What follows belongs to an exercise in optimizing a design on an open flow for small area and a short achievable clock period; a production flow would make more cautious choices. The RTL was checked by simulation tests, not by an equivalence proof against the original design. Power is estimated from default activity; no workload was simulated. The flow treats the clock pin as an ideal source, which a real chip does not have.

### flow/design.v
module finall (
    input wire load_memory,
    input wire [31:0] instr_mem_input,
    input wire [31:0] data_mem_input,
    input wire [7:0] mem_addr_select_instr,
    input wire [7:0] mem_addr_select_data,
    input wire clk,
    input wire reset,
    input wire rst,
    output wire [7:0] pc_out,
    output wire rf_we,
    output wire [4:0] rf_waddr,
    output wire [31:0] rf_wdata,
    output wire dm_we,
    output wire [7:0] dm_addr,
    output wire [31:0] dm_wdata
);
    localparam [1:0] C_OTHER = 2'd0, C_R = 2'd1, C_SW = 2'd2, C_BEQ = 2'd3;
    localparam [1:0] S_NOP = 2'd0, S_LW = 2'd1, S_J = 2'd2, S_JAL = 2'd3;
    localparam [2:0] OP_AND = 3'd0, OP_OR = 3'd1, OP_ADD = 3'd2, OP_SUB = 3'd3,
                     OP_SLT = 3'd4;
    wire [5:0] in_op = instr_mem_input[31:26];
    wire [5:0] in_fn = instr_mem_input[5:0];
    reg  [1:0] in_cls;
    reg  [1:0] in_sub;
    reg  [2:0] in_rop;
    always @* begin
        case (in_fn)
            6'b100000: in_rop = OP_ADD;
            6'b100010: in_rop = OP_SUB;
            6'b100101: in_rop = OP_OR;
            6'b101010: in_rop = OP_SLT;
            default:   in_rop = OP_AND;
        endcase
        in_sub = S_NOP;
        case (in_op)
            6'b000000: in_cls = (instr_mem_input[15:11] != 5'd0) ? C_R : C_OTHER;
            6'b101011: in_cls = C_SW;
            6'b000100: in_cls = C_BEQ;
            default: begin
                in_cls = C_OTHER;
                if (in_op == 6'b100011 && instr_mem_input[20:16] != 5'd0) in_sub = S_LW;
                if (in_op == 6'b000010) in_sub = S_J;
                if (in_op == 6'b000011) in_sub = S_JAL;
            end
        endcase
    end
    wire [4:0]  in_rt   = (in_op[1] && !in_op[5]) ? {3'b000, instr_mem_input[7:6]}
                                                 : instr_mem_input[20:16];
    wire [7:0]  in_f    = (in_cls == C_R) ? {in_rop, instr_mem_input[15:11]} :
                          (in_cls == C_OTHER) ? {in_sub, instr_mem_input[5:0]} :
                          instr_mem_input[7:0];
    wire [19:0] in_word = {in_cls, instr_mem_input[25:21], in_rt, in_f};
    localparam CTL_W = 24;
    function [CTL_W-1:0] decode(input [19:0] w);
        reg [1:0] c;
        reg [4:0] wrt;
        reg [7:0] wf;
        reg r, lw, sw, beq, j, jal, wen;
        reg [4:0] wa;
        reg [2:0] op;
        begin
            c   = w[19:18];
            wrt = w[12:8];
            wf  = w[7:0];
            op  = wf[7:5];
            r   = (c == C_R);
            sw  = (c == C_SW);
            beq = (c == C_BEQ);
            lw  = (c == C_OTHER) && (wf[7:6] == S_LW);
            j   = (c == C_OTHER) && (wf[7:6] == S_J);
            jal = (c == C_OTHER) && (wf[7:6] == S_JAL);
            wen = r || lw || jal;
            wa  = jal ? 5'd31 : r ? wf[4:0] : wrt;
            decode = {wen, wa, lw, sw, jal, j || jal, beq,
                      (op == OP_SUB) || (op == OP_SLT),
                      (op == OP_ADD) || (op == OP_SUB),
                      (op != OP_ADD) && (op != OP_SUB) && (op != OP_OR) && (op != OP_SLT),
                      (op == OP_OR),
                      (op == OP_SLT),
                      (j || jal) ? {wrt[1:0], wf[5:0]} : wf};
        end
    endfunction
    wire [5:0] im_la = mem_addr_select_instr[5:0];
    reg  [19:0] im_q [0:63];
    reg  [63:0] im_v;
    integer k;
    always @(posedge clk) begin
        for (k = 0; k < 64; k = k + 1)
            if (load_memory && im_la == k) im_q[k] <= in_word;
    end
    always @(posedge clk or posedge reset) begin
        if (reset) im_v <= 64'b0;
        else if (load_memory) im_v[im_la] <= 1'b1;
    end
    reg  [7:0]       pc;
    reg  [CTL_W-1:0] ir;         
    reg  [31:0]      opa, opb;   
    reg  [7:0]       ma;         
    reg              rst_seen;   
    wire [19:0]      im0  = im_v[0] ? im_q[0] : 20'b0;
    wire [CTL_W-1:0] ctl0 = decode(im0);
    wire [CTL_W-1:0] ctl  = rst_seen ? ctl0 : ir;
    wire [7:0]       maddr = rst_seen ? im0[7:0] : ma;
    wire       wr_en   = ctl[23];
    wire [4:0] wr_addr = ctl[22:18];
    wire       is_lw   = ctl[17];
    wire       is_sw   = ctl[16];
    wire       is_jal  = ir[15];        
    wire       is_jmp  = ctl[14];
    wire       is_beq  = ctl[13];
    wire       a_sub   = ir[12];        
    wire       s_sum   = ir[11];
    wire       s_and   = ir[10];
    wire       s_or    = ir[9];
    wire       s_slt   = ir[8];
    wire [7:0] x       = ctl[7:0];
    wire [31:0] sum = opa + (a_sub ? ~opb : opb) + {31'b0, a_sub};
    wire [31:0] alu = ({32{s_sum}} & sum) | ({32{s_and}} & (opa & opb)) |
                      ({32{s_or}} & (opa | opb)) | {31'b0, s_slt & sum[31]};
    wire [5:0]  dm_la = mem_addr_select_data[5:0];
    reg  [31:0] dm_q [0:63];
    reg  [63:0] dm_v;
    wire        st    = is_sw && !load_memory;
    wire [5:0]  dm_wa = load_memory ? dm_la : maddr[5:0];
    wire [31:0] dm_wd = load_memory ? data_mem_input : opb;
    wire        dm_wr = load_memory || st;
    always @(posedge clk) begin
        for (k = 0; k < 64; k = k + 1)
            if (dm_wr && dm_wa == k) dm_q[k] <= dm_wd;
    end
    always @(posedge clk or posedge reset) begin
        if (reset) dm_v <= 64'b0;
        else if (dm_wr) dm_v[dm_wa] <= 1'b1;
    end
    reg [31:0] dm_rd;
    always @* begin
        dm_rd = 32'b0;
        for (k = 0; k < 64; k = k + 1)
            dm_rd = dm_rd | ({32{dm_v[k] && maddr[5:0] == k}} & dm_q[k]);
    end
    reg [31:0] rf_q [1:31];
    reg [31:1] rf_v;
    wire [31:0] wr_data = is_lw ? dm_rd : is_jal ? {24'b0, pc} : alu;
    always @(posedge clk) begin
        for (k = 1; k < 32; k = k + 1)
            if (wr_en && wr_addr == k) rf_q[k] <= wr_data;
    end
    always @(posedge clk or posedge rst) begin
        if (rst) rf_v <= 31'b0;
        else
            for (k = 1; k < 32; k = k + 1)
                if (wr_en && wr_addr == k) rf_v[k] <= 1'b1;
    end
    wire [7:0] pc_inc  = pc + 8'd1;
    wire       taken   = is_beq && (opa == opb);
    wire [7:0] pc_next = is_jmp ? x : taken ? pc_inc + x : pc_inc;
    always @(posedge clk or posedge rst) begin
        if (rst) pc <= 8'b0;
        else     pc <= pc_next;
    end
    always @(posedge clk or posedge rst) begin
        if (rst) rst_seen <= 1'b1;
        else     rst_seen <= 1'b0;
    end
    wire [5:0] fa = rst ? 6'd0 : pc_next[5:0];
    reg [19:0] im_rd;
    always @* begin
        im_rd = 20'b0;
        for (k = 0; k < 64; k = k + 1)
            im_rd = im_rd | ({20{im_v[k] && fa == k}} & im_q[k]);
    end
    wire [19:0] nw  = (load_memory && im_la == fa) ? in_word : im_rd;
    wire [4:0]  nrs = nw[17:13];
    wire [4:0]  nrt = nw[12:8];
    wire fwd = wr_en && !rst;
    reg [31:0] ra, rb;
    always @* begin
        ra = 32'b0;
        rb = 32'b0;
        for (k = 1; k < 32; k = k + 1) begin
            ra = ra | ({32{rf_v[k] && nrs == k}} & rf_q[k]);
            rb = rb | ({32{rf_v[k] && nrt == k}} & rf_q[k]);
        end
        if (fwd && wr_addr == nrs) ra = wr_data;
        if (fwd && wr_addr == nrt) rb = wr_data;
    end
    always @(posedge clk or posedge reset) begin
        if (reset) ir <= {CTL_W{1'b0}};
        else       ir <= decode(nw);
    end
    always @(posedge clk or posedge rst) begin
        if (rst) begin
            opa <= 32'b0;
            opb <= 32'b0;
        end else begin
            opa <= ra;
            opb <= rb;
        end
    end
    always @(posedge clk) ma <= ra[7:0] + nw[7:0];
    assign pc_out   = pc;
    assign rf_we    = wr_en;
    assign rf_waddr = wr_addr;
    assign rf_wdata = wr_data;
    assign dm_we    = st;
    assign dm_addr  = maddr;
    assign dm_wdata = opb;
endmodule
### flow/flow/run.sh
#!/bin/bash
# Layout flow: the standard ORFS flow (standard synthesis unchanged), with
#  - timing repair aiming at a larger setup slack than the standard margin,
#  - port buffers of a fixed cell (sky130_fd_sc_hd__buf_4),
#  - clock-tree sinks clustered more widely, without dummy loads.
# Each step's full log is in orfs/logs/; this script's own output in flow_*.log.
set -euo pipefail
W=$(pwd)
KNOBS=(
  "SETUP_SLACK_MARGIN=18.5"
  "BUFFER_PORTS_ARGS=-buffer_cell sky130_fd_sc_hd__buf_4"
  "CTS_ARGS=-sink_clustering_enable -repair_clock_nets -dont_use_dummy_load -sink_clustering_size 30 -sink_clustering_max_diameter 100"
)
bash standard.sh synth > "$W/flow_synth.log" 2>&1
make -C "$FLOW_HOME" DESIGN_CONFIG="$W/config.mk" WORK_HOME="$W/orfs" CLKGATE_MAP_FILE= \
  SYNTH_SCRIPT="$W/synth_recipe.tcl" "${KNOBS[@]}" finish > "$W/flow_layout.log" 2>&1
R="$W/orfs/results/$FLOW_PLATFORM/finall/base"
: # left out here: write the final layout as DEF
### flow/standard.sh
#!/bin/bash
# synth_recipe.tcl (not shown) runs the flow's synth.tcl, then flattens the netlist and writes it again
# the make line also repeats each setting of config.mk as NAME=value (left out here)
make -C /OpenROAD-flow-scripts/flow DESIGN_CONFIG=/design/flow/config.mk WORK_HOME=/design/flow/orfs CLKGATE_MAP_FILE= SYNTH_SCRIPT=/design/flow/synth_recipe.tcl "${@:-finish}"
### flow/config.mk
export PLATFORM = sky130hd
export DESIGN_NAME = finall
export DESIGN_NICKNAME = finall
export VERILOG_FILES = /design/flow/design.v
export SDC_FILE = /design/flow/constraint.sdc
export NUM_CORES = 8
export LEC_CHECK = 0
export CAP_MARGIN = 20
export CORE_MARGIN = 2
export CORE_UTILIZATION = 55
export SETUP_SLACK_MARGIN = 2.0
export SLEW_MARGIN = 20
### flow/constraint.sdc
create_clock -name core_clock -period 32.0 [get_ports {clk}]
set_input_delay 6.4000 -clock core_clock [delete_from_list [all_inputs] [get_ports {clk}]]
set_output_delay 6.4000 -clock core_clock [all_outputs]
set_load 0.01 [all_outputs]
==> results of run 1 <==
metrics by stage:
step	util, %	hold slack [ns]
final	60.0	0.459
after floorplan	-	0.420
after CTS	59.9	0.461
after detailed placement	58.4	0.436
after global routing	60.0	0.479
after global placement	58.3	0.430
per-layer routing:
metal	global-route usage, %	vias to the layer above	part of all wire, %
met4	33.4	30	9.0
met3	16.3	3402	16
met5	0	-	0.023
li1	-	46022	-
met1	60.1	63881	32
met2	69.8	13559	43
state kept, by name (all words and copies together) (netlist names), 24 cells and up:
name  flops
dm_q   2048
dm_v     64
im_q   1280
im_v     64
ir       24
opa      32
opb      32
rf_q    992
rf_v     31
worst register-to-register path: cells and delay by family, from the launching register on:
| family | cells | cell delay, ns |
|---|---|---|
| AND/OR/NAND/NOR | 10 | 4.77 |
| buffers and inverters | 6 | 2.06 |
| flip-flops | 1 | 0.58 |
| adder cells (fa/ha/maj) | 2 | 0.58 |
| XOR/XNOR | 2 | 0.30 |
| AO/OA/AOI/OAI | 12 | 3.42 |
worst max path at each step:
stage	startpoint	to	slack, ns	cells after the start
2_1_floorplan	load_memory	dm_we	18.51	4
3_3_place_gp	rst	ma[7]	16.35	30
3_5_place_dp	rst	ma[7]	16.41	30
4_1_cts	rst	ma[7]	18.33	25
5_1_grt	rst	ma[7]	18.18	30
6_report	rst	ma[7]	18.12	28
cell usage in the layout (no fill, tap or decap), types with 44 or more instances in the layout:
| master | instances |
|---|---|
| and4_1 | 54 |
| a21o_1 | 47 |
| clkbuf_16 | 179 |
| a22oi_1 | 964 |
| nand3_1 | 265 |
| nor3_1 | 81 |
| o21ai_0 | 83 |
| nor4_1 | 85 |
| nor2_1 | 150 |
| nor2_4 | 99 |
| dfrtp_1 | 254 |
| edfxtp_1 | 4320 |
| nand4_1 | 409 |
| a22o_1 | 617 |
| and3_2 | 92 |
| a221oi_1 | 556 |
| nor2_2 | 68 |
| diode_2 | 44 |
| a222oi_1 | 149 |
| ha_1 | 118 |
| inv_1 | 184 |
| a21oi_1 | 153 |
| and3_1 | 77 |
| buf_4 | 741 |
| nand2_1 | 420 |
| xor2_1 | 52 |
| o21bai_1 | 78 |
cell families (layout without fill, tap and decap cells):
kind of cell | count (synthesis) | in the layout | synth area share [%]
AO/OA/AOI/OAI | 3126 | 3126 | 14.0
other | 1 | 45 | 0.00209
buffers and inverters | 948 | 1165 | 2.17
XOR/XNOR | 93 | 93 | 0.454
multiplexers | 36 | 36 | 0.206
adder cells (fa/ha/maj) | 121 | 121 | 0.857
AND/OR/NAND/NOR | 2105 | 2105 | 6.27
flip-flops | 4584 | 4584 | 76.0
cell usage after synthesis (all sizes together) (168+ instances only):
| cell type | number |
|---|---|
| a221oi | 560 |
| a22oi | 966 |
| a21oi | 168 |
| edfxtp | 4320 |
| nand4 | 409 |
| nand3 | 267 |
| nand2 | 420 |
| and3 | 207 |
| inv | 201 |
| dfrtp | 255 |
| clkbuf | 525 |
| buf | 220 |
| a22o | 617 |
| nor2 | 317 |
power by group:
| group | switching (mW) | leakage (nW) | internal, mW |
|---|---|---|---|
| Sequential | 0.115 | 42.0 | 6.82 |
| Clock | 1.79 | 2.21 | 1.01 |
| Combinational | 1.89 | 18.1 | 0.614 |
timing repair:
item                                    4_1_cts  5_1_grt
gates cloned                                  1        4
hold buffers                                  0        0
pin swaps                                     1        2
endpoints found under the setup margin       18       15
resized for setup                            51       46
buffers inserted                              3        2
hold endpoints to repair                      0        0
final cells by class:
class | count | area [µm²] | area share (%)
sequential | 4584 | 136000 | 70.1
multi-input combinational | 5482 | 41200 | 21.2
timing repair buffer | 778 | 6200 | 3.19
tap | 4325 | 5410 | 2.78
clock buffer | 179 | 4480 | 2.30
inverter | 203 | 806 | 0.414
antenna | 44 | 110 | 0.0566
timing repair inverter | 5 | 25.0 | 0.0129
==> flow_results.org, run 1 <==
** Status
- Result of the run :: complete, no violations

** Global route
- Antenna violations before repair :: between 50 and 60
- Wire length of the first global-routing pass :: 1,050,000 µm
- Vias in the first global route :: 115,542
- Entering global routing, the biggest net connects 87 pins.
- Global route total overflow :: 0
- Total global-route track usage :: between 40% and 50%

** Critical path
- Number of cell instances on the worst register-to-register path :: 32
- Of all nets on the critical path, the largest fanout is 66.
- Crit-path slowest cell :: a32oi_1
- STA classifies the critical path endpoint as a register.
- Slowest stage delay, CP :: 0.77 ns
- CP Launch Type :: input port
- Arr. time, crit path :: 14.71 ns
- Crit path kind :: input port to register
- Among cell families on the critical path, the largest total delay comes from compound AO/OA/AOI/OAI gates.
- Data on the critical path is required at its endpoint by 32.83 ns.
- The worst register-to-register path ends at ma[7].
- Worst reg2reg setup slack :: 20.18 ns
- The critical path contains buffers and inverters numbering 6 combined.
- In this run the critical register-to-register path is launched from opb[12].

** Place
- Input and output buffers added on the ports amount to 163.
- At the end of routability-driven placement, the weighted congestion stood at between 1 and 1.5.
- Counting tap cells, the placed design contains a total of 15,362 instances.
- OpenSTA, run right after detailed placement, puts the worst setup slack at 16.41 ns.
- The wire-length estimate of the detail-placed layout is 464,000 µm.
- Once placement finished, the instance area stood at about 190,000 µm².

** CTS
- For this design, the sink count on the clock tree is 4,584.
- The longest clock path from root to sink contains 4 buffers.
- Clock Pin Slew Worst Setup and Hold Paths :: 0.11 ns
- TritonCTS built the clock tree.
- Clock tree synthesis inserted a total of around 180 buffers.
- For the worst-skew pair, the clock arrives at the later sink with an insertion delay of 0.95 ns.
- Number of H-tree levels :: 4
- Root cell of the clock tree :: clkbuf_16

** Hold path
- The path class of the tightest hold or removal check is register to register.
- Endpoint with the worst hold slack :: dm_v[27]
- The startpoint identified for the worst hold timing path is dm_v[27].
- Counting instances, the worst hold path has a depth of 1.

** Synth
- Count of warnings emitted by yosys :: 4
- Top cells by area, synth :: edfxtp_1, a22oi_1, dfrtp_1
- Sequential share of the synthesized area :: 76.0%
- Number of synthesized flops with an enable pin :: 4,320
- Net Count, Synth :: 11,219
- Area share of the largest cell type after synthesis :: 72.4%
- Post-synthesis instance area :: approximately 180,000 µm²
- In this run, distinct cell masters in the synthesized netlist total 115.
- After synthesis the netlist holds a flip-flop and latch count of 4,584.
- Synthesized netlist cell count :: 11,014
- Per-instance average area after synthesis :: 16.3 µm²
- Among all flip-flop cells after synthesis, the most frequent one is edfxtp_1.
- edfxtp_1 takes more of the synthesized area than any other cell.
- Counting flops with an async set or reset pin after synthesis yields a share of under 10%.

** Route
- For this block, the routed nets add up to 806,000 µm of wire.
- The routed layout has 126,894 vias.
- For this run, design rule violations remaining after detail routing come to 0.
- In this run, the number of DRC markers left after iteration 0 of detailed routing was 29,746.
- The count of nets left with antenna violations once routing finished came out at 0.
- After detailed routing, the number of vias per cell comes to slightly above 8.
- Before antenna repair, the detailed router went through 13 iterations.
- After detailed routing, the average wire length per cell comes to 51.6 µm.

** STA
- Count of endpoints failing setup in the final report :: 0
- Summed over all failing endpoints, the final setup total negative slack is 0 ns.
- Fmax :: 72.1 MHz
- The count of endpoints failing hold in the final timing report is 0.
- The worst path in the final design needs a cycle of 13.88 ns, including I/O delays and setup.
- Transition time at the pin with the least slew margin :: 1.39 ns
- Portion of the clock cycle consumed by the worst path in the final layout :: 43.4%
- Setup slack closes at 18.12 ns.
- Across the routed clock network, the largest skew measured is approximately 0.097 ns.
- RSZ-0062 raised after global routing :: yes
- Max Transition Viols Final :: 0
- Slew headroom :: 7.54%

** Die
- Die width :: 575 µm
- The die covers 330,000 µm².
- Die height :: approximately 570 µm
- In this run the standard cell core region covers around 320,000 µm².
- Total I/O pin count :: 171
- Number of placement rows :: approximately 210
- Starting density of the core :: 55.3%

** Final layout
- The finished layout holds 15,600 standard cells, fillers aside.
- Nets@finish :: about 11,000
- Of the cells placed in the final design, the portion with a size suffix greater than 1 is 13.2%.
- The layout has between 20,000 and 25,000 filler cells.
- The area growth from synthesis to layout is 8.52%.
- Post-route cell area :: a little under 200,000 µm²

** Job
- The tool flagged a number of max-cap violations equal to 0.

** Power and ir drop
- Total Power Consumption :: 12.2 mW
- The worst-case IR drop observed on VDD is 0.0670 mV.
- Power spread over the standard cell area amounts to ~63 nW/µm².
- Pleak :: 62.3 nW
==> inputs of run 2 (changes only) <==
--- a/flow/design.v
+++ b/flow/design.v
@@ -164,5 +164,5 @@
         else     rst_seen <= 1'b0;
     end
-    wire [5:0] fa = rst ? 6'd0 : pc_next[5:0];
+    wire [5:0] fa = pc_next[5:0];
     reg [19:0] im_rd;
     always @* begin
@@ -174,5 +174,5 @@
     wire [4:0]  nrs = nw[17:13];
     wire [4:0]  nrt = nw[12:8];
-    wire fwd = wr_en && !rst;
+    wire fwd = wr_en;
     reg [31:0] ra, rb;
     always @* begin
==> run 2 against run 1 <==
Compared with the run above:
- clock-buffer cell count did not move
- maximum frequency rose by 2.0%
- synthesized cell count fell by 1.5%
- flip-flop and latch count did not move
- non-clock buffer count fell by 28
- setup slack improved by 0.27 ns
- worst hold slack got worse by 0.0036 ns
- sequential power rose by 3.8%
- critical path depth fell by 13
- critical endpoint is now rf_wdata[4]
- largest power group unchanged
- highest routed layer unchanged
==> flow_results.org, run 2 <==
** Global route
- The overall overflow remaining after global route is 0 (unchanged).
- Wire length of the first global-routing pass :: 1,070,000 µm (+1.3%)
- Vias in the first global route :: 116,088 (+0.47%)
- Total global-route track usage :: 48.6% (+0.86 points)
- The largest net degree at the start of global routing was 91 (+4.6%).
- Antenna violations before repair :: 61 (+8.9%)

** Synth
- Post-synthesis instance area :: 179,000 µm² (-0.31%)
- The async set or reset register ratio after synthesis is 5.58% (unchanged).
- Dominant combinational cell family by area after synthesis :: compound AO/OA/AOI/OAI gates
- The post-synth net total came to 11,056 (-1.5%).
- Multiplexer share of the synthesized area :: 0.223% (+0.017 points)
- The register bit count reported by yosys came to 4,584 (unchanged).
- Sequential share of the synthesized area :: 76.3% (+0.24 points)
- In the post-synthesis netlist, the biggest area contributors are edfxtp_1, a22o_1, a22oi_1.
- Netlist cell types :: 102 (-11%)
- Commonest register cell after synthesis :: edfxtp_1
- Sorting the synthesized cells by how often they occur yields edfxtp_1, a22oi_1, a22o_1, a221oi_1, clkbuf_1.
- The area share of and/or/nand/nor cells after synthesis was 5.56% (-0.71 points).
- edfxtp_1 is the most common cell in the netlist.
- The Yosys warning count is 4 (unchanged).
- Number of synthesized flops with an enable pin :: 4,320 (unchanged)
- Area share of the largest cell type after synthesis :: 72.6% (+0.23 points)
- Synthesized netlist cell count :: 10,851 (-1.5%)
- Xor and xnor area share after synthesis :: 0.505% (+0.050 points)
- Of all cell types, the one taking the most synthesized area is edfxtp_1.
- Per-instance average area after synthesis :: 16.5 µm² (+1.2%)
- The synthesized-area fraction occupied by adder cells was 0.860% (+0.0027 points).
- Area fraction in compound gates after synthesis :: 14.6% (+0.55 points)

** Final layout
- Largest registers :: dm_q (2048), im_q (1280), rf_q (992)
- Nets@finish :: 11,281 (-1.4%)
- Max FFs per register :: 2,048 (unchanged)
- Leaving out fill and tap cells, the most frequent cell in the layout is edfxtp_1.
- The signed area change from the synthesized netlist to the final layout was 8.53% (about the same).
- Ranked by flip-flop count, first place goes to dm_q.
- The fraction of the core area covered by cells at the end of the flow is 59.9% (-0.087 points).
- In the layout the commonest cells are edfxtp_1, a22oi_1, a22o_1, buf_4, a221oi_1.
- The ratio of cells with drive above 1 in the final layout is 12.8% (-0.38 points).

** Route
- The number of nets with antenna violations after detailed routing was 0 (unchanged).
- The DRC violations left was 0 (unchanged).
- Drt pass-1 iters :: 14 (+1)
- The total wire length after detailed routing came to 819,000 µm (+1.7%).
- The routed wirelength normalized by instance count came to 53.0 µm (+2.7%).
- The via count normalized by instance count was 8.23 (+1.2%).
- The via total after detailed routing was 127,140 (+0.19%).
- The violation count after the first detailed-routing iteration is 29,187 (-1.9%).

** Die
- The initial core utilization is 55.2% (-0.083 points).
- The overall die area is 329,000 µm² (-0.31%).
- Die height :: 574 µm (-0.15%)
- The I/O pin count came to 171 (unchanged).
- The total core area is 324,000 µm² (-0.16%).
- Die width :: 574 µm (-0.15%)
- Number of placement rows :: 209 (unchanged)

** Critical path
- CP Launch Type :: register
- The critical path in this run is classified as register to output port.
- Arr. time, crit path :: 7.21 ns (-7.50 ns)
- STA classifies the critical path endpoint as an output port.
- Largest fanout on the critical path :: 39 (-41%)
- Data required time at the worst endpoint :: 25.60 ns (-7.23 ns)

** CTS
- Root cell of the clock tree :: clkbuf_16
- The number of levels the H-tree was split into is 4 (unchanged).
- Clock tree from TritonCTS :: built
- Insertion delay of the later-clocked pin in the worst-skew pair :: 0.98 ns (+0.03 ns)
- The number of buffers created by CTS is 179 (unchanged).
- Count of hold-fix buffers inserted at cts :: 0 (unchanged)
- Clock Pin Slew Worst Setup and Hold Paths :: 0.11 ns (about the same)
- The number of sinks handled by clock tree synthesis came to 4,584 (unchanged).
- Max clock buf depth :: 4 (unchanged)

** STA
- Final critical-path setup slack :: 18.39 ns (+0.269 ns)
- Final Hold Violating Endpoints :: 0 (unchanged)
- The transition time at the pin with the least slew margin came to 1.29 ns (-0.0996 ns).
- The normalized max-slew margin was 13.4% (+5.8 points).
- Post-route minimum period :: 13.61 ns (-0.269 ns)
- Setup repair after global routing could not meet its margin everywhere.
- Portion of the clock cycle consumed by the worst path in the final layout :: 42.5% (-0.84 points)
- Hold slack final :: 0.455 ns (-0.00356 ns)
- The final setup violation count is 0 (unchanged).
- The largest clock skew in the final design was 0.112 ns (+0.0143 ns).
- Setup TNS after final layout :: 0 ns (unchanged)
- The max-slew violation total from the final report was 0 (unchanged).
- Fmax :: 73.5 MHz (+2.0%)

** Place
- The number of buffers added on ports is 163 (unchanged).
- The half-perimeter wire length of the detailed placement result is 458,000 µm (-1.1%).
- The pre-CTS setup slack is 17.93 ns (+1.52 ns).
- Placer congestion estimate :: 0.969 (-5.4%)

** Hold path
- Worst min-delay path class :: register to register

** Status
- The run finished with no timing, DRC or antenna violations.

** Power and ir drop
- The peak ir drop on the vdd network was 0.110 mV (+65%).
- Total Power Consumption :: 15.5 mW (+27%)
- The power density over the cells is 80.0 nW/µm² (+27%).
- The leakage power of the design is 61.9 nW (-0.65%).

** Job
- The number of maximum-capacitance violations was 0 (unchanged).
==> run 2: changes by cell type in the layout (fill, tap and decap cells not counted), sizes merged, moves of 29 or more <==
| cell | before | now |
|---|---|---|
| nand2 | 420 | 366 |
| buf | 778 | 749 |
| a22o | 617 | 734 |
| a22oi | 966 | 853 |
| and2 | 40 | 75 |
| a222oi | 149 | 94 |
| a221oi | 560 | 674 |
| nor4 | 106 | 76 |
| nand4 | 409 | 325 |
==> run 2: cell families (layout without fill, tap and decap cells) <==
family	after synthesis	count (layout)
other cells	1	47
xor+xnor	103	103
fa+ha+maj	121	121
mux	39	39
buf+inv	914	1137
compound gates	3213	3213
simple gates	1876	1876
flops	4584	4584
==> run 2: cell type report <==
cell class	count	area, µm²
diodes	46	115
inverters	202	795
multi-input cells	5353	41000
repair buffers	750	5770
well taps	4325	5410
fillers	24349	130000
clock buffers	179	4480
flip-flops and latches	4584	136000
repair inverters	6	30.0
==> run 2: final timing paths <==
check	startpoint	end	slack, ns	cells after the start
worst min-delay path	dm_v[59]	dm_v[59]	0.45	1
max in group asynchronous	reset	ir[12]	24.78	3
worst max-delay path	rst_seen	rf_wdata[4]	18.39	15
min in group asynchronous	rst	opb[15]	5.46	2
worst max register to register	rst_seen	ma[7]	19.92	31
worst min register to register	dm_v[59]	dm_v[59]	0.45	1
==> run 2: repair_timing <==
item,CTS,global route
resized for setup,16,21
endpoints found under the setup margin,20,17
pin swaps,4,1
setup buffers,4,1
cloned,2,4
==> run 2: critical path: stages (launching register included) <==
cell	delay [ns]
dfstp_4	0.86
and3_1	0.27
a21o_1	0.61
nand2b_1	0.27
nor2_1	0.11
and3_2	0.47
buf_4	0.46
a22oi_1	0.43
nand3_1	0.14
nor4_2	0.70
nand4_1	0.28
nor3_1	0.75
buf_4	0.27
a21oi_4	0.03
buf_4	0.26
buf_4	0.24
==> run 2: through the flow <==
| step | cells | instance area (µm²) |
|---|---|---|
| after floorplan | 10851 | 179000 |
| after global placement | 15202 | 189000 |
| after detailed placement | 15204 | 189000 |
| after CTS | 15389 | 194000 |
| after global routing | 15402 | 194000 |
| final | 15445 | 194000 |
==> run 2: per-layer routing <==
| metal | track usage (%) | wire [µm] | vias up |
|---|---|---|---|
| li1 | - | - | 45493 |
| met1 | 60.3 | 258000 | 63903 |
| met2 | 70.7 | 347000 | 14020 |
| met3 | 18.0 | 137000 | 3684 |
| met4 | 34.7 | 76600 | 40 |
| met5 | 0 | 253 | - |
==> run 2: where the power goes <==
| group | internal, mW | switching, mW |
|---|---|---|
| Clock | 1.01 | 1.79 |
| Combinational | 1.45 | 4.07 |
| Sequential | 7.05 | 0.143 |
==> inputs of run 3 (changes only) <==
--- a/flow/flow/run.sh
+++ b/flow/flow/run.sh
@@ -3,4 +3,5 @@
 #  - timing repair aiming at a larger setup slack than the standard margin,
 #  - port buffers of a fixed cell (sky130_fd_sc_hd__buf_4),
+#  - the pins of load_memory and dm_we (joined by a gate) placed side by side,
 #  - clock-tree sinks clustered more widely, without dummy loads.
 # Each step's full log is in orfs/logs/; this script's own output in flow_*.log.
@@ -8,7 +9,8 @@
 W=$(pwd)
 KNOBS=(
-  "SETUP_SLACK_MARGIN=18.5"
+  "SETUP_SLACK_MARGIN=19"
   "BUFFER_PORTS_ARGS=-buffer_cell sky130_fd_sc_hd__buf_4"
-  "CTS_ARGS=-sink_clustering_enable -repair_clock_nets -dont_use_dummy_load -sink_clustering_size 30 -sink_clustering_max_diameter 100"
+  "PLACE_PINS_ARGS=-group_pins {load_memory dm_we}"
+  "CTS_ARGS=-sink_clustering_enable -repair_clock_nets -dont_use_dummy_load -sink_clustering_size 25 -sink_clustering_max_diameter 80"
 )
 bash standard.sh synth > "$W/flow_synth.log" 2>&1
==> run 3 against run 2 <==
Compared with the run above:
- still clean
- sequential power about the same
- clock power up 9.3%
- setup slack better by 0.53 ns
- synthesized cell count unchanged
- cell count up 0.40%
==> flow_results.org, run 3 <==
** CTS
- Number of H-tree levels :: 4 (unchanged)
- TritonCTS built the clock tree.
- The maximum clock insertion buffer count came to 4 (unchanged).
- TritonCTS Buffers :: 220 (+23%)
- Total clock sinks :: 4,584 (unchanged)
- Insertion delay of the later-clocked pin in the worst-skew pair :: 0.98 ns (about the same)
- Root cell of the clock tree :: clkbuf_16
- The clock-pin transition on the worst setup and hold timing paths was 0.08 ns (-0.03 ns).

** Final layout
- Share of final-layout standard cells stronger than drive strength 1 :: 13.6% (+0.73 points)
- Most common cell after layout, fill and taps aside :: edfxtp_1
- In the final layout, the registers with the most flip-flops are dm_q (2048), im_q (1280), rf_q (992).
- In the layout the commonest cells are edfxtp_1, a22oi_1, buf_4.
- Register containing the most flip-flops in the final layout :: dm_q
- The number of flip-flops under the largest register name is 2,048 (unchanged).
- Compared with the post-synthesis result, the final layout area differs by 9.33%.
- The layout net count came to 11,348 (+0.59%).
- The fraction of the core area covered by cells at the end of the flow was 60.3% (+0.44 points).

** Critical path
- The startpoint identified for the worst register-to-register timing path is opb[24].
- The worst setup path is launched from an input port.
- Largest fanout on the critical path :: 3 (-92%)
- Worst reg2reg setup slack :: 20.32 ns (+0.40 ns)
- The critical path required time is 25.60 ns (about the same).
- Capture instance of the worst register-to-register path :: ma[7]
- The critical path is of the input port to output port type.
- Number of cell instances on the worst register-to-register path :: 28 (-9.7%)
- Arr. time, crit path :: 6.68 ns (-0.53 ns)
- The worst setup path is captured at an output port.

** Synth
- Ranked by total cell area, the synthesized netlist is headed by edfxtp_1, a22o_1, a22oi_1.
- Proportion of register bits with asynchronous set or reset after synthesis :: 5.58% (unchanged)
- Count of warnings emitted by yosys :: 4 (unchanged)
- Sequential share of the synthesized area :: 76.3% (unchanged)
- Yosys instantiated no cell more often than edfxtp_1.
- The portion of synthesized cell area occupied by the leading cell type is 72.6% (unchanged).
- The register bit count reported by yosys is 4,584 (unchanged).
- Cell accounting for the most synthesized area :: edfxtp_1
- The post-synth net total is 11,056 (unchanged).
- Per-instance average area after synthesis :: 16.5 µm² (unchanged)
- The most used flip-flop cell after synthesis is edfxtp_1.
- Number of synthesized flops with an enable pin :: 4,320 (unchanged)
- Post-synthesis instance area :: 179,000 µm² (unchanged)
- The count of mapped cells out of synthesis is 10,851 (unchanged).
- The number of library cell types mapped by synthesis was 102 (unchanged).
- Top cells by instance count after synthesis :: edfxtp_1, a22oi_1, a22o_1, a221oi_1, clkbuf_1

** Hold path
- The number of instances on the worst hold path is 1 (unchanged).
- Worst min-delay path class :: register to register
- The startpoint identified for the worst hold timing path is dm_v[21].
- The worst hold path terminates at dm_v[21].

** Die
- Total I/O pin count :: 171 (unchanged)
- Area of the core region :: 324,000 µm² (unchanged)
- The floorplan die height was 574 µm (unchanged).
- The overall die area is 329,000 µm² (unchanged).
- The chip width is 574 µm (unchanged).
- Number of placement rows :: 209 (unchanged)
- The initial core utilization was 55.2% (unchanged).

** STA
- The final setup violation count is 0 (unchanged).
- The sum of negative setup slack came to 0 ns (unchanged).
- The transition time at the pin with the least slew margin is 1.43 ns (+0.138 ns).
- The fmax was 76.5 MHz (+4.1%).
- Portion of the clock cycle consumed by the worst path in the final layout :: 40.9% (-1.7 points)
- Setup repair after global routing could not meet its margin everywhere.
- The count of endpoints failing hold in the final timing report is 0 (unchanged).
- The time the worst path needs with I/O delays and setup was 13.08 ns (-0.531 ns).
- Setup clock skew after layout :: 0.0999 ns (-0.0117 ns)
- The max-slew violation total from the final report came to 0 (unchanged).
- The normalized max-slew margin came to 4.98% (-8.4 points).

** Global route
- Antenna violations before repair :: 53 (-13%)
- The overall overflow remaining after global route came to 0 (unchanged).
- Wire length of the first global-routing pass :: 1,070,000 µm (+0.56%)
- Vias in the first global route :: 116,367 (+0.24%)
- The global routing usage summed across all routing layers came to 49.0% (+0.37 points).
- The largest net degree at the start of global routing was 89 (-2.2%).

** Place
- Total half-perimeter wirelength after legalization and detailed placement :: 459,000 µm (+0.12%)
- Placer congestion estimate :: 0.966 (-0.37%)
- The number of buffers added on ports came to 163 (unchanged).

** Route
- DRC violation count after routing :: 0 (unchanged)
- Wire length per cell :: 53.3 µm (+0.53%)
- The via total after detailed routing came to 127,918 (+0.61%).
- The detailed-routing iteration count for the pre-antenna-repair pass came to 9 (-5).
- First DRT Iteration DRCs :: 30,133 (+3.2%)
- Number of routed nets with antenna violations :: 0 (unchanged)
- Post-detailed-route via-to-cell ratio :: 8.25 (+0.21%)
- WL final :: 827,000 µm (+0.93%)

** Job
- The number of maximum-capacitance violations was 0 (unchanged).

** Power and ir drop
- The peak ir drop on the vdd network came to 0.111 mV (+0.67%).
- The leakage power of the design was 62.4 nW (+0.88%).
- Pwr per Cell Area :: 81.0 nW/µm² (+1.2%)

** Status
- The flow ran to the end and the layout has no timing, DRC or antenna violations.
run 3: kinds of logic after synthesis:
| group | after synthesis | share of synthesized area, % |
|---|---|---|
| buffers and inverters | 914 | 2.02 |
| adder cells (fa/ha/maj) | 121 | 0.860 |
| AND/OR/NAND/NOR | 1876 | 5.56 |
| multiplexers | 39 | 0.223 |
| other | 1 | 0.00210 |
| flip-flops | 4584 | 76.3 |
| XOR/XNOR | 103 | 0.505 |
| AO/OA/AOI/OAI | 3213 | 14.6 |
run 3: per-stage QoR:
stage                     hold slack [ns]  instances  power, mW  setup slack (ns)  area (µm²)
after global routing                0.470      15472       15.9             18.87      195000
after floorplan                     0.420      10851       9.73             18.70      179000
after detailed placement            0.436      15210       12.3             18.30      189000
final                               0.453      15507       15.8             18.92      195000
after CTS                           0.453      15449       15.3             18.92      195000
after global placement              0.429      15206       12.3             18.23      189000
run 3: worst max path at each step:
stage | from | endpoint
2_1_floorplan | load_memory | dm_we
3_3_place_gp | mem_addr_select_instr[4] | ma[7]
3_5_place_dp | mem_addr_select_instr[4] | ma[7]
4_1_cts | load_memory | dm_we
5_1_grt | opb[0] | rf_wdata[26]
6_report | load_memory | dm_we
run 3: where the power goes:
group | switching [mW] | total (mW) | internal [mW]
logic | 4.11 | 5.56 | 1.45
clock network | 1.85 | 3.07 | 1.22
registers | 0.144 | 7.19 | 7.04
run 3: timing repair:
action / CTS / global route
pin swaps: 2 / 2
hold endpoints to repair: 0 / 0
setup endpoints to repair: 32 / 22
gates cloned: 14 / 5
setup buffers: 5 / 8
hold buffers: 0 / 0
resized for setup: 51 / 20
run 3: cell type report:
type	count	area [µm²]
Inverter	202	832
Sequential cell	4584	136000
Timing Repair inverter	17	85.1
Clock buffer	220	5510
Tap cell	4325	5410
Multi-Input combinational cell	5353	41100
Antenna cell	41	103
Timing Repair Buffer	765	5970
Fill cell	24138	128000
run 3: worst max-delay path: stages:
cell and delay (ns):
buf_16 0.10, nor2_4 0.07, buf_6 0.10
run 3: layer usage:
layer / vias to the layer above / GRT usage (%) / part of all wire [%]
met3: 3735 / 17.6 / 17
met4: 36 / 35.7 / 9.5
met2: 14582 / 70.4 / 42
li1: 45635 / - / -
met1: 63930 / 61.5 / 31
met5: - / 0.689 / 0.051
==> inputs of run 4 (changes only) <==
--- a/flow/flow/run.sh
+++ b/flow/flow/run.sh
@@ -1,4 +1,6 @@
 #!/bin/bash
-# Layout flow: the standard ORFS flow (standard synthesis unchanged), with
+# Layout flow: the ORFS flow with
+#  - the standard flow's synthesis script, except that abc maps with flow/abc_area.script
+#    (area-oriented; flip-flops are mapped before abc, so they are the standard ones),
 #  - timing repair aiming at a larger setup slack than the standard margin,
 #  - port buffers of a fixed cell (sky130_fd_sc_hd__buf_4),
@@ -8,4 +10,5 @@
 set -euo pipefail
 W=$(pwd)
+export MY_ABC_SCRIPT="$W/flow/abc_area.script"
 KNOBS=(
   "SETUP_SLACK_MARGIN=19"
@@ -14,7 +17,8 @@
   "CTS_ARGS=-sink_clustering_enable -repair_clock_nets -dont_use_dummy_load -sink_clustering_size 25 -sink_clustering_max_diameter 80"
 )
-bash standard.sh synth > "$W/flow_synth.log" 2>&1
 make -C "$FLOW_HOME" DESIGN_CONFIG="$W/config.mk" WORK_HOME="$W/orfs" CLKGATE_MAP_FILE= \
-  SYNTH_SCRIPT="$W/synth_recipe.tcl" "${KNOBS[@]}" finish > "$W/flow_layout.log" 2>&1
+  SYNTH_SCRIPT="$W/flow/synth.tcl" "${KNOBS[@]}" synth > "$W/flow_synth.log" 2>&1
+make -C "$FLOW_HOME" DESIGN_CONFIG="$W/config.mk" WORK_HOME="$W/orfs" CLKGATE_MAP_FILE= \
+  SYNTH_SCRIPT="$W/flow/synth.tcl" "${KNOBS[@]}" finish > "$W/flow_layout.log" 2>&1
 R="$W/orfs/results/$FLOW_PLATFORM/finall/base"
 : # left out here: write the final layout as DEF
==> flow/flow/abc_area.script (new file) <==
&get -n
&st
&syn2
&dch
&nf -R 1000 -p
&put
topo
stime -c
==> flow/flow/synth.tcl (new file) <==
# The standard flow's synthesis script (synth_recipe.tcl) with one change: Yosys's abc
# call uses flow/abc_area.script, an area-oriented mapping, in place of
# ORFS's abc_speed.script. Registers are mapped before abc and are the same.
proc synth {args} { yosys synth -nofsm -noshare {*}$args }
proc abc {args} {
  set i [lsearch -exact $args -script]
  if {$i >= 0} { set args [lreplace $args [expr {$i + 1}] [expr {$i + 1}] $::env(MY_ABC_SCRIPT)] }
  yosys abc {*}$args
}
source $::env(SCRIPTS_DIR)/synth.tcl
# left out here: clear keep_hierarchy, flatten, clean up, hide names made inside functions, write 1_2_yosys.v
==> run 4 against run 3 <==
Compared with the run above:
- worst hold slack hardly changed
- critical endpoint unchanged
- wire length shrank 23%
- sequential power is essentially flat
==> flow_results.org, run 4 <==
** Power and ir drop
- Pleak :: 60.2 nW (-3.6%)
- Total Power Consumption :: 13.0 mW (-18%)
- The design internal power came to 8.99 mW (-7.5%).
- Combinational fraction of design power :: 21.9% (-13 points)
- Net load switching power :: 4.01 mW (-34%)
- The switching portion of total power is 30.8% (-7.7 points).
- Maximum VDD drop :: 0.0752 mV (-32%)
- Sequential group share of total power :: 55.3% (+9.9 points)
- Pwr per Cell Area :: 68.7 nW/µm² (-15%)
- The part of the total power dissipated in the clock network was 22.8% (+3.4 points).

** CTS
- The maximum clock insertion buffer count is 4 (unchanged).
- The number of buffers created by CTS was 214 (-2.7%).
- The number of levels the H-tree was split into is 4 (unchanged).
- The root buffer cell chosen for the clock tree is clkbuf_16.
- Insertion delay of the later-clocked pin in the worst-skew pair :: 0.97 ns (about the same)
- The clock-pin transition on the worst setup and hold timing paths came to 0.08 ns (about the same).
- TritonCTS built the clock tree.
- Count of hold-fix buffers inserted at cts :: 0 (unchanged)
- Total clock sinks :: 4,584 (unchanged)

** Final layout
- The library cell used most frequently in the layout, excluding fill and tap cells, is edfxtp_1.
- The ratio of cells with drive above 1 in the final layout is 12.0% (-1.6 points).
- In the layout the commonest cells are edfxtp_1, a222oi_1, buf_4.
- The filler cell count came to 22,716 (-5.9%).
- Register containing the most flip-flops in the final layout :: dm_q
- Max FFs per register :: 2,048 (unchanged)
- The number of standard cells in the final layout excluding fillers was 14,522 (-6.4%).
- The layout net count came to 10,565 (-6.9%).
- The largest registers in the layout are dm_q (2048), im_q (1280), rf_q (992).
- Compared with the post-synthesis result, the final layout area differs by 10.3%.

** Route
- Total via count in the routed design :: 110,731 (-13%)
- The routed wirelength normalized by instance count is 44.1 µm (-17%).
- Number of routed nets with antenna violations :: 0 (unchanged)
- Post-detailed-route via-to-cell ratio :: 7.63 (-7.6%)
- Drt pass-1 iters :: 10 (+1)
- WL final :: 640,000 µm (-23%)
- The DRC violations left came to 0 (unchanged).
- The violation count after the first detailed-routing iteration is 21,453 (-29%).

** Hold path
- In this run the worst hold path is classified as register to register.
- The worst hold path begins at dm_v[34].

** Synth
- The async set or reset register ratio after synthesis was 5.58% (unchanged).
- Synthesized-area fraction occupied by and/or/nand/nor cells :: 5.38% (-0.18 points)
- The post-synth net total came to 9,740 (-12%).
- By area, the combinational part of the netlist is dominated by compound AO/OA/AOI/OAI gates.
- Top cells by area, synth :: edfxtp_1, a222oi_1, dfrtp_1
- Xor and xnor area share after synthesis :: 0.516% (+0.011 points)
- Multiplexer share of the synthesized area :: 0.0941% (-0.13 points)
- Count of warnings emitted by yosys :: 4 (unchanged)
- Commonest register cell after synthesis :: edfxtp_1
- The portion of synthesized cell area occupied by the leading cell type is 75.6% (+3.0 points).
- Adder-cell share of the synthesized area :: 0.896% (+0.036 points)
- The combined area of all synthesized cells came to 172,000 µm² (-4.0%).
- The share of the synthesized area in compound gates (AO/OA/AOI/OAI) was 13.4% (-1.2 points).
- Dominant cell by count in the synthesized netlist :: edfxtp_1
- Cell accounting for the most synthesized area :: edfxtp_1
- Sequential share of the synthesized area :: 79.5% (+3.2 points)
- The count of mapped cells out of synthesis was 9,535 (-12%).
- Number of synthesized flops with an enable pin :: 4,320 (unchanged)
- Seq cells post-synth :: 4,584 (unchanged)
- The synthesized area per cell came to 18.0 µm² (+9.3%).
- By count the netlist is led by edfxtp_1, a222oi_1, a221oi_1, a22o_1, nand2_1.
- Netlist cell types :: 62 (-39%)

** Global route
- Vias in the first global route :: 104,857 (-9.9%)
- Wire length of the first global-routing pass :: 858,000 µm (-20%)
- The overall overflow remaining after global route was 0 (unchanged).
- Total global-route track usage :: 39.7% (-9.3 points)
- Pin count of the biggest net entering global routing :: 95 (+6.7%)
- The number of antenna violations at the first check in global routing was 25 (-53%).

** Place
- The placed cell count was 14,270 (-6.2%).
- Placer congestion estimate :: 0.941 (-2.6%)
- Setup Slack @ Placement :: 17.87 ns (-0.428 ns)
- Count of buffers from port buffering :: 163 (unchanged)
- Total half-perimeter wirelength after legalization and detailed placement :: 367,000 µm (-20%)

** Die
- Total I/O pin count :: 171 (unchanged)
- The chip width is 562 µm (-2.0%).
- Number of placement rows :: 205 (-1.9%)
- Die height :: 562 µm (-2.0%)
- The total core area was 311,000 µm² (-3.9%).
- Starting density of the core :: 55.1% (-0.058 points)
- Die area :: 316,000 µm² (-4.0%)

** STA
- The largest clock skew in the final design is 0.0972 ns (-0.00272 ns).
- Slew headroom :: 7.81% (+2.8 points)
- Setup TNS after final layout :: 0 ns (unchanged)
- The count of endpoints failing hold in the final timing report is 0 (unchanged).
- Count of endpoints failing setup in the final report :: 0 (unchanged)
- The final cycle utilization of the critical path is 41.0% (+0.086 points).
- The transition time at the pin with the least slew margin is 1.37 ns (-0.0530 ns).
- The fmax is 76.3 MHz (-0.21%).
- The final worst-path setup slack is 18.89 ns (-0.0275 ns).
- Setup repair after global routing could not meet its margin everywhere.
- Hold slack final :: 0.454 ns (+0.000263 ns)
- Max Transition Viols Final :: 0 (unchanged)
- Post-route minimum period :: 13.11 ns (+0.0275 ns)

** Critical path
- Among all stages on the critical path, the largest delay is contributed by buf_16.
- Start point of the critical path :: load_memory
- Slowest stage delay, CP :: 0.12 ns (+0.02 ns)
- The count of buffering cells on the critical path with inverters included was 2 (unchanged).
- Worst-path cell chain :: buf_16 > nor2_4 > buf_6
- Arr. time, crit path :: 6.71 ns (+0.03 ns)
- The kind of cell with the highest combined delay along the critical path is buffers and inverters.
- CP Launch Type :: input port
- The largest fanout on the critical path is 4 (+1).
- Data required time at the worst endpoint :: 25.60 ns (about the same)
- Startpoint of the worst register-to-register path :: opb[26]
- STA classifies the critical path endpoint as an output port.
- Crit path kind :: input port to output port

** Status
- The run finished with no timing, DRC or antenna violations.

** Job
- MaxCap Viol Count :: 0 (unchanged)
-- run 4: power by group through the flow --
| stage | clock network [mW] | registers [mW] | logic, mW |
|---|---|---|---|
| final | 2.97 | 7.19 | 2.85 |
| after floorplan | 0 | 7.31 | 1.26 |
| after global routing | 3.16 | 7.20 | 2.93 |
| after CTS | 2.97 | 7.19 | 2.68 |
| after detailed placement | 0 | 7.34 | 2.63 |
| after global placement | 0 | 7.33 | 2.59 |
-- run 4: final cells by class --
| type | instances | area, µm² | area share (%) |
|---|---|---|---|
| Sequential cell | 4584 | 136000 | 72.0 |
| Multi-Input combinational cell | 4822 | 37100 | 19.6 |
| Clock buffer | 214 | 5360 | 2.83 |
| Tap cell | 4140 | 5180 | 2.74 |
| Timing Repair Buffer | 608 | 4680 | 2.47 |
| Inverter | 129 | 587 | 0.310 |
| Antenna cell | 24 | 60.1 | 0.0317 |
| Timing Repair inverter | 1 | 5.00 | 0.00264 |
-- run 4: cell families (layout without fill, tap and decap cells) --
group	count (synthesis)	after routing
AO/OA/AOI/OAI	2760	2760
buffers and inverters	129	952
flip-flops	4584	4584
other	1	25
XOR/XNOR	101	101
AND/OR/NAND/NOR	1824	1824
multiplexers	15	15
adder cells (fa/ha/maj)	121	121
-- run 4: final timing paths --
kind                             to  slack (ns)  cells after the start
max                           dm_we       18.89                      3
min                        dm_v[34]        0.45                      1
max reg2reg                   ma[7]       20.50                     32
min reg2reg                dm_v[34]        0.45                      1
max in group asynchronous  dm_v[33]       24.92                      3
min in group asynchronous     pc[3]        5.61                      2
-- run 4: through the flow --
stage	area [µm²]	util (%)
final	189000	60.8
after global routing	189000	60.8
after CTS	189000	60.7
after detailed placement	183000	58.9
after global placement	183000	58.8
after floorplan	172000	-
-- run 4: what timing repair did --
item	4_1_cts	5_1_grt
gates resized for setup	101	28
cloned	1	1
pin swaps	14	16
buffers inserted	8	3
setup endpoints to repair	34	31
-- run 4: layer usage --
metal / track usage [%] / vias to the layer above / share of wire [%]
met4: 23.9 / 10 / 7.4
met1: 50.7 / 56830 / 34
met3: 11.5 / 1838 / 13
met2: 60.7 / 8899 / 45
li1: - / 43154 / -
met5: 0 / - / 0.030
==> inputs of run 5 (changes only) <==
--- a/flow/config.mk
+++ b/flow/config.mk
@@ -8,5 +8,5 @@
 export CAP_MARGIN = 20
 export CORE_MARGIN = 2
-export CORE_UTILIZATION = 55
+export CORE_UTILIZATION = 65
 export SETUP_SLACK_MARGIN = 2.0
 export SLEW_MARGIN = 20
==> run 5 against run 4 <==
Compared with the run above:
- wire length is 5.2% lower
- global-route usage is 4.9 points higher
- cell count shrank 4.6%
- non-clock buffer count decreased by 26
- still clean on timing, DRC and antenna
- register-to-register slack worse by 0.05 ns
- flip-flop and latch count unchanged
- power down 0.63%
- sequential share of layout area increased by 0.46 points
- critical path type unchanged
- first-iteration DRC count grew 15%
- combinational power hardly changed
- clock skew grew 0.047 ns
==> flow_results.org, run 5 <==
** Critical path
- The critical path's largest stage delay is 0.11 ns (about the same).
- The setup slack on the worst flop-to-flop path was 20.45 ns (-0.05 ns).
- Worst-path cell chain :: buf_12 > nor2_4 > buf_6
- Start point of the critical path :: load_memory
- STA classifies the critical path endpoint as an output port.
- Among cell families on the critical path, the largest total delay comes from buffers and inverters.
- On the critical path, the stage with the largest delay is an instance of buf_6.
- CP Launch Type :: input port
- The count of buffering cells on the critical path with inverters included is 2 (unchanged).
- The critical path required time came to 25.60 ns (about the same).
- Largest fanout on the critical path :: 2 (-2)
- The path depth of the worst reg2reg path is 32 (unchanged).
- The worst path arrival time came to 6.68 ns (-0.03 ns).
- The critical path in this run is classified as input port to output port.
- Startpoint of the worst register-to-register path :: opb[19]
- Capture instance of the worst register-to-register path :: ma[7]

** Synth
- Sorting the synthesized cells by area gives the leading types as edfxtp_1, a222oi_1, dfrtp_1.
- Sequential share of the synthesized area :: 79.5% (unchanged)
- In the post-synthesis netlist, the cell with the most instances is edfxtp_1.
- Synthesized netlist cell count :: 9,535 (unchanged)
- The combined area of all synthesized cells was 172,000 µm² (unchanged).
- For this run, the leading register cell type out of synthesis is edfxtp_1.
- The largest total area in the synthesized netlist belongs to edfxtp_1.
- Net Count, Synth :: 9,740 (unchanged)
- Top cells by instance count after synthesis :: edfxtp_1, a222oi_1, a221oi_1, a22o_1, nand2_1
- Count of warnings emitted by yosys :: 4 (unchanged)
- Seq cells post-synth :: 4,584 (unchanged)
- Proportion of register bits with asynchronous set or reset after synthesis :: 5.58% (unchanged)
- Area share of the largest cell type after synthesis :: 75.6% (unchanged)
- The synthesized area per cell came to 18.0 µm² (unchanged).
- The number of library cell types mapped by synthesis came to 62 (unchanged).
- The number of synthesized flops with an enable pin is 4,320 (unchanged).

** Final layout
- Growth of design area from synthesis to finish :: 9.62%
- Area taken by multi-input logic gates :: 37,100 µm² (about the same)
- Nets@finish :: 10,535 (-0.28%)
- Post-route cell area :: 188,000 µm² (-0.64%)
- Most common cell after layout, fill and taps aside :: edfxtp_1
- The number of flip-flops under the largest register name was 2,048 (unchanged).
- The library cells used most frequently in the layout, excluding fill and tap cells, are edfxtp_1, a222oi_1, buf_4.
- The area of all sequential standard cells is 136,000 µm² (about the same).
- The ratio of cells with drive above 1 in the final layout came to 11.7% (-0.28 points).
- Register containing the most flip-flops in the final layout :: dm_q
- The filler cell count came to 16,510 (-27%).
- In the final layout, the registers with the most flip-flops are dm_q (2048), im_q (1280), rf_q (992).

** Hold path
- Endpoint with the worst hold slack :: dm_v[1]
- Hold path cells :: 1 (unchanged)
- Worst min-delay path class :: register to register
- Min-delay src :: dm_v[1]

** Power and ir drop
- The power density over the cells was 68.7 nW/µm² (about the same).
- The leakage power of the design came to 60.0 nW (-0.37%).
- The peak ir drop on the vdd network is 0.0853 mV (+14%).

** Global route
- Vias in the first global route :: 105,551 (+0.66%)
- Total global-route track usage :: 44.6% (+4.9 points)
- Antenna violations before repair :: 20 (-20%)
- The global-route wire length before repair was 824,000 µm (-3.9%).
- The overall overflow remaining after global route is 0 (unchanged).
- Pin count of the biggest net entering global routing :: 86 (-9.5%)

** Route
- The violation count after the first detailed-routing iteration was 24,744 (+15%).
- The via total after detailed routing was 111,383 (+0.59%).
- The routed wirelength normalized by instance count came to 43.8 µm (-0.68%).
- Drt pass-1 iters :: 15 (+5)
- The via count normalized by instance count was 8.04 (+5.4%).
- The DRC violations left was 0 (unchanged).
- Number of routed nets with antenna violations :: 0 (unchanged)
- The total wire length after detailed routing is 607,000 µm (-5.2%).

** Status
- The flow ran to the end and the layout has no timing, DRC or antenna violations.

** STA
- Hold slack final :: 0.452 ns (-0.00158 ns)
- Fmax :: 76.5 MHz (+0.20%)
- Final Hold Violating Endpoints :: 0 (unchanged)
- The normalized max-slew margin came to 10.1% (+2.3 points).
- The largest clock skew in the final design is 0.144 ns (+0.0466 ns).
- Setup TNS after final layout :: 0 ns (unchanged)
- RSZ-0062 raised after global routing :: yes
- The final setup violation count is 0 (unchanged).
- The time the worst path needs with I/O delays and setup is 13.08 ns (-0.0256 ns).
- Portion of the clock cycle consumed by the worst path in the final layout :: 40.9% (-0.080 points)
- Max Transition Viols Final :: 0 (unchanged)
- The transition time at the pin with the least slew margin was 1.34 ns (-0.0347 ns).

** Die
- The chip width is 518 µm (-8.0%).
- Number of placement rows :: 188 (-8.3%)
- The total core area came to 263,000 µm² (-16%).
- The overall die area came to 268,000 µm² (-15%).
- Starting density of the core :: 65.3% (+10 points)
- Total I/O pin count :: 171 (unchanged)
- The floorplan die height is 518 µm (-8.0%).

** CTS
- The number of levels the H-tree was split into is 4 (unchanged).
- In this run the clock root is driven by a clkbuf_16.
- Max clock buf depth :: 3 (-1)
- The clock-pin transition on the worst setup and hold timing paths was 0.08 ns (about the same).
- The clock insertion delay at the later pin of the skew report is 0.96 ns (about the same).
- TritonCTS Buffers :: 208 (-2.8%)
- The number of sinks handled by clock tree synthesis is 4,584 (unchanged).
- Clock tree from TritonCTS :: built
- The number of hold-repair buffers added at the cts stage was 0 (unchanged).

** Job
- The number of maximum-capacitance violations was 0 (unchanged).

** Place
- The half-perimeter wire length of the detailed placement result came to 348,000 µm (-5.1%).
- The placer congestion estimate came to 0.992 (+5.5%).
- Count of buffers from port buffering :: 163 (unchanged)
- The placed standard-cell area was 182,000 µm² (-0.53%).
[run 5: cell counts after synthesis]
No cell type changed its count.
[run 5: report_power, final]
group / switching [mW] / leakage, nW / internal, mW / total [mW]
Clock: 1.73 / 2.56 / 1.16 / 2.88
Sequential: 0.115 / 42.0 / 7.07 / 7.18
Combinational: 2.13 / 15.4 / 0.726 / 2.85
[run 5: cell type report]
| class | instances | share of cell area, % |
|---|---|---|
| Inverter | 129 | 0.309 |
| Timing Repair inverter | 3 | 0.00798 |
| Timing Repair Buffer | 582 | 2.36 |
| Multi-Input combinational cell | 4822 | 19.7 |
| Antenna cell | 13 | 0.0173 |
| Tap cell | 3515 | 2.34 |
| Sequential cell | 4584 | 72.5 |
| Clock buffer | 208 | 2.77 |
[run 5: worst max path at each step]
stage,depth (start not counted),end,slack [ns]
final,3,dm_we,18.92
after global routing,31,ma[7],18.78
after CTS,13,rf_wdata[10],18.85
after detailed placement,30,ma[7],17.86
after global placement,30,ma[7],17.93
after floorplan,21,ma[7],19.03
[run 5: metrics by stage]
stage	setup WS [ns]	total power, mW	utilization (%)	cells
2_1_floorplan	19.03	8.57	-	9535
3_3_place_gp	17.93	9.85	69.4	13622
3_5_place_dp	17.86	9.92	69.4	13623
4_1_cts	18.85	12.7	71.5	13835
5_1_grt	18.78	13.2	71.6	13851
6_report	18.92	12.9	71.6	13856
[run 5: cells by family (layout without fill, tap and decap cells)]
family	Yosys count	in the layout	synth area share, %
flip-flops	4584	4584	79.5
AO/OA/AOI/OAI	2760	2760	13.4
AND/OR/NAND/NOR	1824	1824	5.38
buffers and inverters	129	922	0.282
adder cells (fa/ha/maj)	121	121	0.896
XOR/XNOR	101	101	0.516
multiplexers	15	15	0.0941
other	1	14	0.00219
[run 5: what timing repair did]
| action | in CTS | in global routing |
|---|---|---|
| cloned | 0 | 3 |
| gates resized for setup | 83 | 36 |
| endpoints found under the hold margin | 0 | 0 |
| setup endpoints to repair | 35 | 29 |
| pin swaps | 15 | 17 |
| buffers inserted | 4 | 3 |
[run 5: layer usage]
metal	vias to the layer above	track usage (%)	share of wire, %
li1	43052	-	-
met1	55482	57.6	32
met5	-	0.676	0.070
met3	2249	15.3	16
met2	10584	63.9	43
met4	16	31.7	8.9
==> inputs of run 6 (changes only) <==
--- a/flow/config.mk
+++ b/flow/config.mk
@@ -8,5 +8,5 @@
 export CAP_MARGIN = 20
 export CORE_MARGIN = 2
-export CORE_UTILIZATION = 65
+export CORE_UTILIZATION = 72
 export SETUP_SLACK_MARGIN = 2.0
 export SLEW_MARGIN = 20
==> run 6 against run 5 <==
Compared with the run above:
- combinational power hardly changed
- cell count fell by 2.4%
- worst hold slack worse by 0.0013 ns
- sequential share of layout area is 0.22 points higher
- global-route usage up 4.1 points
- still clean on timing, DRC and antenna
- largest cell class unchanged
- sequential power hardly changed
- power fell by 0.54%
- via count grew 1.9%
- clock skew is 0.055 ns lower
- highest routed layer unchanged
- critical endpoint unchanged
- largest power group unchanged
==> flow_results.org, run 6 <==
** Status
- Result of the run :: complete, no violations

** STA
- Portion of the clock cycle consumed by the worst path in the final layout :: 40.9% (+0.057 points)
- The largest clock skew in the final design came to 0.0893 ns (-0.0545 ns).
- The sum of negative setup slack came to 0 ns (unchanged).
- The transition time at the pin with the least slew margin was 1.24 ns (-0.0928 ns).
- Final Hold Violating Endpoints :: 0 (unchanged)
- Setup repair after global routing could not meet its margin everywhere.
- Max Transition Viols Final :: 0 (unchanged)
- Count of endpoints failing setup in the final report :: 0 (unchanged)
- The time the worst path needs with I/O delays and setup is 13.10 ns (+0.0183 ns).
- The fmax came to 76.3 MHz (-0.14%).
- Slew headroom :: 16.8% (+6.7 points)

** Synth
- The portion of synthesized cell area occupied by the leading cell type came to 75.6% (unchanged).
- Per-instance average area after synthesis :: 18.0 µm² (unchanged)
- Net Count, Synth :: 9,740 (unchanged)
- The number of library cell types mapped by synthesis was 62 (unchanged).
- The combined area of all synthesized cells came to 172,000 µm² (unchanged).
- Dominant cell by count in the synthesized netlist :: edfxtp_1
- Top cells by instance count after synthesis :: edfxtp_1, a222oi_1, a221oi_1, a22o_1, nand2_1
- Top cells by area, synth :: edfxtp_1, a222oi_1, dfrtp_1
- The async set or reset register ratio after synthesis is 5.58% (unchanged).
- Sequential share of the synthesized area :: 79.5% (unchanged)
- The Yosys warning count is 4 (unchanged).
- Synthesized netlist cell count :: 9,535 (unchanged)
- Number of synthesized flops with an enable pin :: 4,320 (unchanged)
- The register bit count reported by yosys is 4,584 (unchanged).
- Summed over all instances, the cell type with the most area after synthesis is edfxtp_1.
- In the synthesized netlist the dominant register cell turns out to be edfxtp_1.

** Job
- MaxCap Viol Count :: 0 (unchanged)

** CTS
- The clock insertion delay at the later pin of the skew report is 0.97 ns (about the same).
- Total clock sinks :: 4,584 (unchanged)
- Number of H-tree levels :: 4 (unchanged)
- Count of hold-fix buffers inserted at cts :: 0 (unchanged)
- CTS placed an instance of clkbuf_16 at the clock tree root.
- TritonCTS built the clock tree.
- The clock-pin transition on the worst setup and hold timing paths is 0.07 ns (about the same).
- The maximum clock insertion buffer count is 3 (unchanged).
- The number of buffers created by CTS was 206 (-0.96%).

** Final layout
- Final cell utilization of the core :: 79.0% (+7.3 points)
- Register containing the most flip-flops in the final layout :: dm_q
- Most common cell after layout, fill and taps aside :: edfxtp_1
- Relative to the synthesized area, the layout overhead comes to 9.29%.
- Fillers :: 12,671 (-23%)
- Most frequent cells in the layout :: edfxtp_1, a222oi_1, buf_4
- Area taken by multi-input logic gates :: 36,900 µm² (-0.50%)
- The layout net count is 10,541 (+0.057%).
- The final design instance area without fill was 187,000 µm² (-0.30%).
- The area of all sequential standard cells was 136,000 µm² (about the same).
- Max FFs per register :: 2,048 (unchanged)
- Share of final-layout standard cells stronger than drive strength 1 :: 11.5% (-0.21 points)
- The largest registers in the layout are dm_q (2048), im_q (1280), rf_q (992).
- Final non-filler cell total :: 13,529 (-2.4%)

** Place
- Count of buffers from port buffering :: 163 (unchanged)
- The placed cell count is 13,284 (-2.5%).
- Placer congestion estimate :: 0.995 (+0.25%)
- The half-perimeter wire length of the detailed placement result is 338,000 µm (-2.9%).
- Area after DPL :: 182,000 µm² (-0.23%)

** Critical path
- CP delay by family, top :: buffers and inverters
- CP Launch Type :: input port
- Traced cell by cell, the critical path runs through buf_16 > nor2_4 > buf_6.
- Data required time at the worst endpoint :: 25.60 ns (about the same)
- The critical path is of the input port to output port type.
- The critical path's largest stage delay came to 0.11 ns (about the same).
- Worst Setup End Kind :: output port
- The worst path arrival time came to 6.70 ns (+0.02 ns).
- Crit-path slowest cell :: buf_6
- The largest fanout on the critical path is 2 (unchanged).
- Buffers & Inverters on Critical Path :: 2 (unchanged)

** Power and ir drop
- Maximum VDD drop :: 0.0593 mV (-31%)
- Total Power Consumption :: 12.9 mW (-0.54%)
- Pleak :: 60.0 nW (about the same)
- Pwr per Cell Area :: 68.6 nW/µm² (-0.23%)

** Die
- The initial core utilization was 72.3% (+6.9 points).
- The number of core rows is 179 (-4.8%).
- The total core area was 237,000 µm² (-9.6%).
- The overall die area came to 242,000 µm² (-9.6%).
- Total I/O pin count :: 171 (unchanged)
- The floorplan die height came to 492 µm (-4.9%).
- Die width :: 492 µm (-4.9%)

** Global route
- Global route total overflow :: 0 (unchanged)
- The number of global-route vias before repair came to 108,056 (+2.4%).
- The global-route wire length before repair was 811,000 µm (-1.5%).
- The largest net degree at the start of global routing came to 81 (-5.8%).
- Total global-route track usage :: 48.7% (+4.1 points)
- The number of antenna violations at the first check in global routing was 44 (+120%).

** Route
- WL final :: 595,000 µm (-2.0%)
- Topmost layer with routed signal wires :: met5
- WL met2 :: 255,000 µm (-1.8%)
- Post-detailed-route via-to-cell ratio :: 8.39 (+4.4%)
- Number of routed nets with antenna violations :: 0 (unchanged)
- The routed wirelength normalized by instance count was 43.9 µm (+0.37%).
- First DRT Iteration DRCs :: 24,888 (+0.58%)
- The detailed route wirelength on metal3 came to 105,000 µm (+6.7%).
- The DRC violations left came to 0 (unchanged).
- Drt pass-1 iters :: 15 (unchanged)
- Total via count in the routed design :: 113,493 (+1.9%)
- The wire length on met1 was 176,000 µm (-9.5%).

** Hold path
- In this run the worst hold path is classified as register to register.
## run 6: changes by cell type in the layout (fill, tap and decap cells not counted), sizes merged
cell	previous run	this run
buf	581	593
clkbuf	209	206
clkinv	117	121
clkinvlp	6	1
diode	13	28
inv	9	7
## run 6: final cells by class
class | instances | area share, %
Timing Repair Buffer | 593 | 2.40
Tap cell | 3167 | 2.11
Multi-Input combinational cell | 4822 | 19.7
Antenna cell | 28 | 0.0374
Clock buffer | 206 | 2.75
Sequential cell | 4584 | 72.7
Inverter | 129 | 0.316
## run 6: power by group
group          leakage [nW]  total [mW]  switching (mW)  internal [mW]
clock                  2.54        2.86            1.71           1.15
combinational          15.4        2.82            2.11          0.712
sequential             42.0        7.18           0.109           7.07
total                  60.0        12.9            3.92           8.93
## run 6: cell families after synthesis
family | Yosys count | share of synthesized area [%]
AOI/OAI and AO/OA | 2760 | 13.4
xor gates and xnor gates | 101 | 0.516
adders and majority gates | 121 | 0.896
buffers and inverters | 129 | 0.282
DFF | 4584 | 79.5
muxes | 15 | 0.0941
other | 1 | 0.00219
and+or+nand+nor | 1824 | 5.38
## run 6: path summary, 6_finish.rpt
check                      cells after the start  slack [ns]        to         from
setup / recovery                               3       18.90     dm_we  load_memory
hold / removal                                 1        0.45  dm_v[52]     dm_v[52]
setup reg to reg                              34       20.41     ma[7]      opb[27]
hold reg to reg                                1        0.45  dm_v[52]     dm_v[52]
max in group asynchronous                      3       24.81   im_v[0]        reset
min in group asynchronous                      2        5.45   opb[25]          rst
## run 6: metrics by stage
step	worst slack, ns	hold slack, ns
after floorplan	19.03	0.420
after global placement	18.48	0.429
after detailed placement	18.41	0.436
after CTS	18.89	0.453
after global routing	18.89	0.466
final	18.90	0.451
## run 6: repair_timing
action / CTS / global route
pin swaps: 10 / 10
setup buffers: 4 / 7
setup endpoints to repair: 33 / 31
gates resized for setup: 74 / 35
## run 6: metal layers
metal / up-vias / GRT usage (%)
met5: - / 0.744
met4: 42 / 35.2
met3: 2970 / 18.2
met2: 12438 / 70.5
met1: 54937 / 61.1
li1: 43106 / -

-- afterwards: timing with drivers on the ports --
In the flow no input, the clock included, has a driving cell. The finished layouts below were timed again as built, in two steps.
Step 1 (the two cells are an assumption about what drives the block):
set clk [get_ports {clk}]
set_driving_cell -lib_cell sky130_fd_sc_hd__clkbuf_16 $clk
set_driving_cell -lib_cell sky130_fd_sc_hd__buf_2 [delete_from_list [all_inputs] $clk]
Step 2 adds t to the input delays and takes it off the output delays; t is the mean of the earliest and latest rising clock arrival at the registers after step 1. Input paths then give back, and output paths get back, about the clock's delay inside the block.
Three values: ideal, step 1, step 2; two values: the first two.
run | shift t [ns] | slack for setup (ns) | worst setup path after step 2 | slew at the worst register clock pin (ns) | cell pins on the clock port's net
run 1 | 1.014 | 18.122 / 18.174 / 17.160 | input to register | 0.12 / 0.12 | 1
run 2 | 1.037 | 18.391 / 18.276 / 17.775 | input to register | 0.12 / 0.12 | 1
run 3 | 1.058 | 18.921 / 18.497 / 17.827 | input to register | 0.11 / 0.11 | 1
run 4 | 1.026 | 18.894 / 18.798 / 18.060 | input to register | 0.10 / 0.10 | 1
run 5 | 0.999 | 18.920 / 18.821 / 18.073 | input to register | 0.11 / 0.11 | 1
run 6 | 1.042 | 18.901 / 18.829 / 17.945 | input to register | 0.10 / 0.10 | 1
After both steps every run listed still meets setup and hold. The setup slack of run 3, which loses most, moves by -0.424 ns with the drivers and by -1.094 ns with both steps.
